This design comes from an exercise in tuning for small area, a short achievable clock period and few clock cycles per item on the open sky130 flow, not from production work. In this exercise RTL edits were held to simulation tests only and were not proved equivalent to the original.

==> inputs of v16 <==
==> flow/design.v (excerpt) <==
module exprgrad_matmul(
  input  wire        clock,
  input  wire        reset,
  input  wire        start,
  input  wire        wr_en,
  input  wire        wr_sel,
  input  wire [3:0]  wr_addr,
  input  wire [15:0] wr_data,
  input  wire [3:0]  rd_addr,
  output wire [15:0] rd_data,
  output wire        done
);
==> flow/config.mk <==
export PLATFORM = sky130hd
export DESIGN_NAME = exprgrad_matmul
export DESIGN_NICKNAME = exprgrad_matmul
export VERILOG_FILES = /design/flow/design.v
export SDC_FILE = /design/flow/constraint.sdc
export NUM_CORES = 4
export LEC_CHECK = 0
export CAP_MARGIN = 20
export CORE_MARGIN = 2
export CORE_UTILIZATION = 68
export CTS_BUF_LIST = sky130_fd_sc_hd__clkbuf_4 sky130_fd_sc_hd__clkbuf_8
export CTS_CLUSTER_DIAMETER = 50
export CTS_CLUSTER_SIZE = 16
export PLACE_DENSITY = 0.8
export SETUP_SLACK_MARGIN = 5.0
export SLEW_MARGIN = 20
==> flow/constraint.sdc <==
create_clock -name core_clock -period 11.0 [get_ports {clock}]
set_input_delay 2.2000 -clock core_clock [delete_from_list [all_inputs] [get_ports {clock}]]
set_output_delay 2.2000 -clock core_clock [all_outputs]
set_load 0.01 [all_outputs]
run.sh (not shown) runs the stock make flow with config.mk's settings and CLKGATE_MAP_FILE= SYNTH_SCRIPT=/design/flow/synth_recipe.tcl, a recipe that flattens the netlist after the stock synthesis.
==> inputs of v5, as changes to v16 <==
--- a/flow/config.mk
+++ b/flow/config.mk
@@ -9,7 +9,5 @@
 export CORE_MARGIN = 2
-export CORE_UTILIZATION = 68
+export CORE_UTILIZATION = 55
 export CTS_BUF_LIST = sky130_fd_sc_hd__clkbuf_4 sky130_fd_sc_hd__clkbuf_8
-export CTS_CLUSTER_DIAMETER = 50
-export CTS_CLUSTER_SIZE = 16
-export PLACE_DENSITY = 0.8
+export PLACE_DENSITY = 0.7
 export SETUP_SLACK_MARGIN = 5.0
==> impl_results.md <==
* Run status: complete, no violations
* H-tree Lvls at 4
* Seq area share at 0.464
* Final Instance Count excl. Fillers at 6397
* Multi-input gates at 2668
* Fraction of area in multi-input gates at 0.395
* Arrival @ worst endpoint at 3.90 ns
* Detailed-route via count at 40100
(the above is from v5)
==> impl_results.md <==
* Run status: complete, no violations
* Commonest cells in the synthesized netlist: edfxtp_1, a22oi_1, inv_1, fa_1, xnor2_1
* Final Instance Count excl. Fillers at 5930
* Total grt overflow at 0
* Synth-to-Final Area Change at 8.23%
* Seq area share at 0.480
* Detailed-route via count at 40400
* Fraction of area in multi-input gates at 0.408
* Arrival @ worst endpoint at 3.92 ns
* Setup-failing EPs final at 0
* Multi-input gates at 2667
* Grt met2 use at 0.560
* Via density at 6.81
* Met3 wire length at 19400 µm
* H-tree Lvls at 3
* Resized Gates After CTS at 158
(the above is from v16)
Testbench counts of v16, summed over its fixed seeds: cycles 1,740, jobs 48.
Testbench counts of v5, summed over its fixed seeds: cycles 1,740, jobs 48.


==> inputs of wip/willow <==
Another version of the RTL of exprgrad_matmul (not shown whole).
==> module exprgrad_matmul, before the edit <==
module exprgrad_matmul(
  input  wire        clock,
  input  wire        reset,
  input  wire        start,
  input  wire        wr_en,
  input  wire        wr_sel,
  input  wire [3:0]  wr_addr,
  input  wire [15:0] wr_data,
  input  wire [3:0]  rd_addr,
  output wire [15:0] rd_data,
  output wire        done
);
  reg [15:0] ma  [0:15];    
  reg [15:0] mb  [0:15];    
  reg [15:0] mc  [0:15];    
  reg [15:0] acc [0:15];    
  reg        busy;          
  reg        done_r;
  reg        slow;          
  reg [3:0]  rp;            
  reg [15:0] mask;          
  reg        poison;        
  reg [3:0]  empty;         
  reg        v0;
  reg [1:0]  k0, j0;
  reg [15:0] d0;
  reg        fin0;
  reg        copy;          
  wire ready = ~busy;
  wire we    = wr_en & ready;
  wire we_a  = we & ~wr_sel;
  wire we_b  = we & wr_sel;
  wire go    = start & ready;
  wire fast  = ~poison & (&mask);
  integer i, n;
  reg [7:0] b_one, b_two, b_neg;
  always @* begin
    for (i = 0; i < 8; i = i + 1) begin : enc
      reg bm1, bb0, bb1;
      bm1 = (i == 0) ? 1'b0 : d0[2*i-1];
      bb0 = d0[2*i];
      bb1 = d0[2*i+1];
      b_one[i] = bb0 ^ bm1;
      b_two[i] = (bb1 & ~bb0 & ~bm1) | (~bb1 & bb0 & bm1);
      b_neg[i] = bb1 & ~(bb0 & bm1);
    end
  end
  localparam [23:0] SIGN_K = 24'd0 - 24'd5570560;  
  function [15:0] mac(input [15:0] a, input [15:0] c,
                      input [7:0] one, input [7:0] two, input [7:0] neg);
    reg [16:0] ae;
    reg [16:0] r;
    reg [23:0] s;
    integer p, q;
    begin
      ae = {a[15], a};
      s = SIGN_K + {c, 8'd0};
      for (p = 0; p < 8; p = p + 1) begin
        for (q = 0; q < 17; q = q + 1)
          r[q] = ((one[p] & ae[q]) | (two[p] & ((q == 0) ? 1'b0 : ae[q-1]))) ^ neg[p];
        s = s + ({7'd0, ~r[16], r[15:0]} << (2*p)) + ({23'd0, neg[p]} << (2*p));
      end
      mac = s[23:8];
    end
  endfunction
  reg [15:0] acc_d [0:15];
  always @* begin
    for (n = 0; n < 16; n = n + 1)
      acc_d[n] = acc[n];
    if (v0)
      for (i = 0; i < 4; i = i + 1)
        acc_d[i*4+j0] = mac(ma[i*4+k0], empty[j0] ? 16'd0 : acc[i*4+j0], b_one, b_two, b_neg);
  end
  always @(posedge clock) begin
    if (reset) begin
      busy <= 1'b0;
      done_r <= 1'b0;
      slow <= 1'b0;
      mask <= 16'd0;
      poison <= 1'b0;
      empty <= 4'hf;
      v0 <= 1'b0;
      fin0 <= 1'b0;
      copy <= 1'b0;
    end else begin
      v0 <= we_b | slow;
      fin0 <= slow & (rp == 4'd15);
      copy <= fin0;
      if (v0) empty[j0] <= 1'b0;
      if (we_a && (mask[{wr_addr[1:0], 2'b00} +: 4] != 4'd0)) poison <= 1'b1;
      if (we_b) begin
        if (mask[wr_addr]) poison <= 1'b1;
        mask[wr_addr] <= 1'b1;
      end
      if (slow && rp == 4'd15) slow <= 1'b0;
      if (go) begin
        busy <= 1'b1;
        done_r <= 1'b0;
        if (fast) begin
          copy <= 1'b1;
        end else begin
          slow <= 1'b1;
          empty <= 4'hf;
        end
      end
      if (copy) begin
        busy <= 1'b0;
        done_r <= 1'b1;
        mask <= 16'd0;
        poison <= 1'b0;
        empty <= 4'hf;
      end
    end
  end
  always @(posedge clock) begin
    if (go) rp <= 4'd0;
    else if (slow) rp <= rp + 4'd1;
  end
  always @(posedge clock) begin
    if (slow) begin
      k0 <= rp[3:2];
      j0 <= rp[1:0];
      d0 <= mb[rp];
    end else begin
      k0 <= wr_addr[3:2];
      j0 <= wr_addr[1:0];
      d0 <= wr_data;
    end
  end
  always @(posedge clock) begin
    if (we_a) ma[wr_addr] <= wr_data;
    if (we_b) mb[wr_addr] <= wr_data;
    for (n = 0; n < 16; n = n + 1) begin
      acc[n] <= acc_d[n];
      if (copy) mc[n] <= acc[n];
    end
  end
  assign rd_data = mc[rd_addr];
  assign done = done_r;
endmodule
Settings: LEC_CHECK=0, CAP_MARGIN=20, CORE_MARGIN=2, CORE_UTILIZATION=55, PLACE_DENSITY=0.7, SETUP_SLACK_MARGIN=4.8, SLEW_MARGIN=20; clock period 11.0 ns.
==> inputs of wip/nickel, as changes to wip/willow <==
--- a/flow/design.v
+++ b/flow/design.v
@@ -27,3 +27,6 @@
   reg        fin0;
-  reg        copy;          
+  reg        v1;
+  reg [1:0]  j1;
+  reg [15:0] p1 [0:3];
+  reg        fin1;
   wire ready = ~busy;
@@ -34,31 +37,9 @@
   wire fast  = ~poison & (&mask);
+  wire copy  = fin1;
   integer i, n;
-  reg [7:0] b_one, b_two, b_neg;
-  always @* begin
-    for (i = 0; i < 8; i = i + 1) begin : enc
-      reg bm1, bb0, bb1;
-      bm1 = (i == 0) ? 1'b0 : d0[2*i-1];
-      bb0 = d0[2*i];
-      bb1 = d0[2*i+1];
-      b_one[i] = bb0 ^ bm1;
-      b_two[i] = (bb1 & ~bb0 & ~bm1) | (~bb1 & bb0 & bm1);
-      b_neg[i] = bb1 & ~(bb0 & bm1);
-    end
-  end
-  localparam [23:0] SIGN_K = 24'd0 - 24'd5570560;  
-  function [15:0] mac(input [15:0] a, input [15:0] c,
-                      input [7:0] one, input [7:0] two, input [7:0] neg);
-    reg [16:0] ae;
-    reg [16:0] r;
-    reg [23:0] s;
-    integer p, q;
+  function [15:0] fxmul(input [15:0] a, input [15:0] b);
+    reg [31:0] p;
     begin
-      ae = {a[15], a};
-      s = SIGN_K + {c, 8'd0};
-      for (p = 0; p < 8; p = p + 1) begin
-        for (q = 0; q < 17; q = q + 1)
-          r[q] = ((one[p] & ae[q]) | (two[p] & ((q == 0) ? 1'b0 : ae[q-1]))) ^ neg[p];
-        s = s + ({7'd0, ~r[16], r[15:0]} << (2*p)) + ({23'd0, neg[p]} << (2*p));
-      end
-      mac = s[23:8];
+      p = $signed(a) * $signed(b);
+      fxmul = p[23:8];
     end
@@ -69,5 +50,5 @@
       acc_d[n] = acc[n];
-    if (v0)
+    if (v1)
       for (i = 0; i < 4; i = i + 1)
-        acc_d[i*4+j0] = mac(ma[i*4+k0], empty[j0] ? 16'd0 : acc[i*4+j0], b_one, b_two, b_neg);
+        acc_d[i*4+j1] = (empty[j1] ? 16'd0 : acc[i*4+j1]) + p1[i];
   end
@@ -82,4 +63,5 @@
       v0 <= 1'b0;
+      v1 <= 1'b0;
       fin0 <= 1'b0;
-      copy <= 1'b0;
+      fin1 <= 1'b0;
     end else begin
@@ -87,4 +69,5 @@
       fin0 <= slow & (rp == 4'd15);
-      copy <= fin0;
-      if (v0) empty[j0] <= 1'b0;
+      v1 <= v0;
+      fin1 <= fin0;
+      if (v1) empty[j1] <= 1'b0;
       if (we_a && (mask[{wr_addr[1:0], 2'b00} +: 4] != 4'd0)) poison <= 1'b1;
@@ -99,5 +82,6 @@
         if (fast) begin
-          copy <= 1'b1;
+          fin1 <= 1'b1;
         end else begin
           slow <= 1'b1;
+          v1 <= 1'b0;
           empty <= 4'hf;
@@ -130,2 +114,7 @@
   always @(posedge clock) begin
+    j1 <= j0;
+    for (i = 0; i < 4; i = i + 1)
+      p1[i] <= fxmul(ma[i*4+k0], d0);
+  end
+  always @(posedge clock) begin
     if (we_a) ma[wr_addr] <= wr_data;
@@ -134,3 +123,3 @@
       acc[n] <= acc_d[n];
-      if (copy) mc[n] <= acc[n];
+      if (copy) mc[n] <= acc_d[n];
     end
- CORE_UTILIZATION: 55 -> 40
- PLACE_DENSITY: 0.7 -> 0.6
- SETUP_SLACK_MARGIN: 4.8 -> default
==> inputs of wip/lagoon, as changes to wip/willow <==
- CORE_UTILIZATION: 55 -> 40
- PLACE_DENSITY: 0.7 -> 0.6
- SETUP_SLACK_MARGIN: 4.8 -> default
==> summary.txt <==
Run status
  – Status: no timing/DRC/antenna violations

Route
  – M1 WL: 83,100 µm

Synthesis
  – Avg Inst Size Synth: 11.7 µm²
  – Synth Area in Adders: 26.2%
  – FF+latch count, synth: 1,146

Setup path
  – Slowest-stage cell, CP: dfxtp_4
  – FF-to-FF End: p1[2][15]$_DFF_P_

CTS
  – Worst-Skew Late Latency: 760 ps
-- figures above: wip/nickel

==> summary.txt <==
Run status
  – Status: no timing/DRC/antenna violations

GRT
  – M1 GR Usage: 31.4%

Route
  – M1 WL: 76,900 µm

Synthesis
  – FF+latch count, synth: 1,079
  – Synth Area in Adders: 16.3%
  – Avg Inst Size Synth: 13.8 µm²

Setup path
  – Slowest-stage cell, CP: xnor2_1

CTS
  – Worst-Skew Late Latency: 750 ps

Finish
  – Fillers: 13,912
-- figures above: wip/lagoon

==> summary.txt <==
Run status
  – Status: no timing/DRC/antenna violations

Synthesis
  – Synth Area in Adders: 16.3%
  – FF+latch count, synth: 1,079
  – Avg Inst Size Synth: 13.8 µm²

Timing
  – Hold slack: 426 ps

Route
  – M1 WL: 73,200 µm

CTS
  – Clk slew on worst S/H paths: 60 ps
  – Worst-Skew Late Latency: 720 ps
  – Htree depth: 3

Setup path
  – FF-to-FF End: acc[12][13]$_DFFE_PP_
-- figures above: wip/willow

Testbench counts of wip/willow, summed over its fixed seeds: cycles 1,740, jobs 48.
Testbench counts of wip/nickel, summed over its fixed seeds: cycles 1,740, jobs 48.
Testbench counts of wip/lagoon, summed over its fixed seeds: cycles 1,740, jobs 48.

## re-timing with driven ports
How much do the figures lean on ideal ports? The routed layouts below were timed once more, with nothing changed but the port constraints. Step 1, drivers: a clkbuf_16 drives clock and a buf_2 each remaining input, both assumed. Step 2 moves the port delays by t, midway between the first and last clock arrival at a register: inputs arrive t later, outputs are due t later. That takes back most of the time a late clock gives input paths. a / b / c = ideal ports / drivers / drivers and shift; a / b = the first two.
| run | shift t [ns] | setup WS [ns] | hold slack, ns | worst setup path after step 2 | pins driven straight from the clock port |
|---|---|---|---|---|---|
| v16 | 0.843 | 4.877 / 4.835 / 4.835 | 0.436 / 0.436 / 0.436 | input to output | 1 |
| v5 | 0.933 | 4.901 / 4.847 / 4.847 | 0.434 / 0.434 / 0.434 | input to output | 1 |
| wip/willow | 0.770 | 4.524 / 4.524 / 4.524 | 0.426 / 0.426 / 0.426 | register to register | 1 |
| wip/nickel | 0.811 | 2.995 / 2.995 / 2.995 | 0.344 / 0.344 / 0.344 | register to register | 1 |
| wip/lagoon | 0.794 | 3.334 / 3.334 / 3.334 | 0.414 / 0.414 / 0.414 | register to register | 1 |
After both steps every run listed still meets setup and hold. For v5, which loses most, drivers alone change the setup slack by -0.054 ns; drivers and shift together by -0.054 ns.
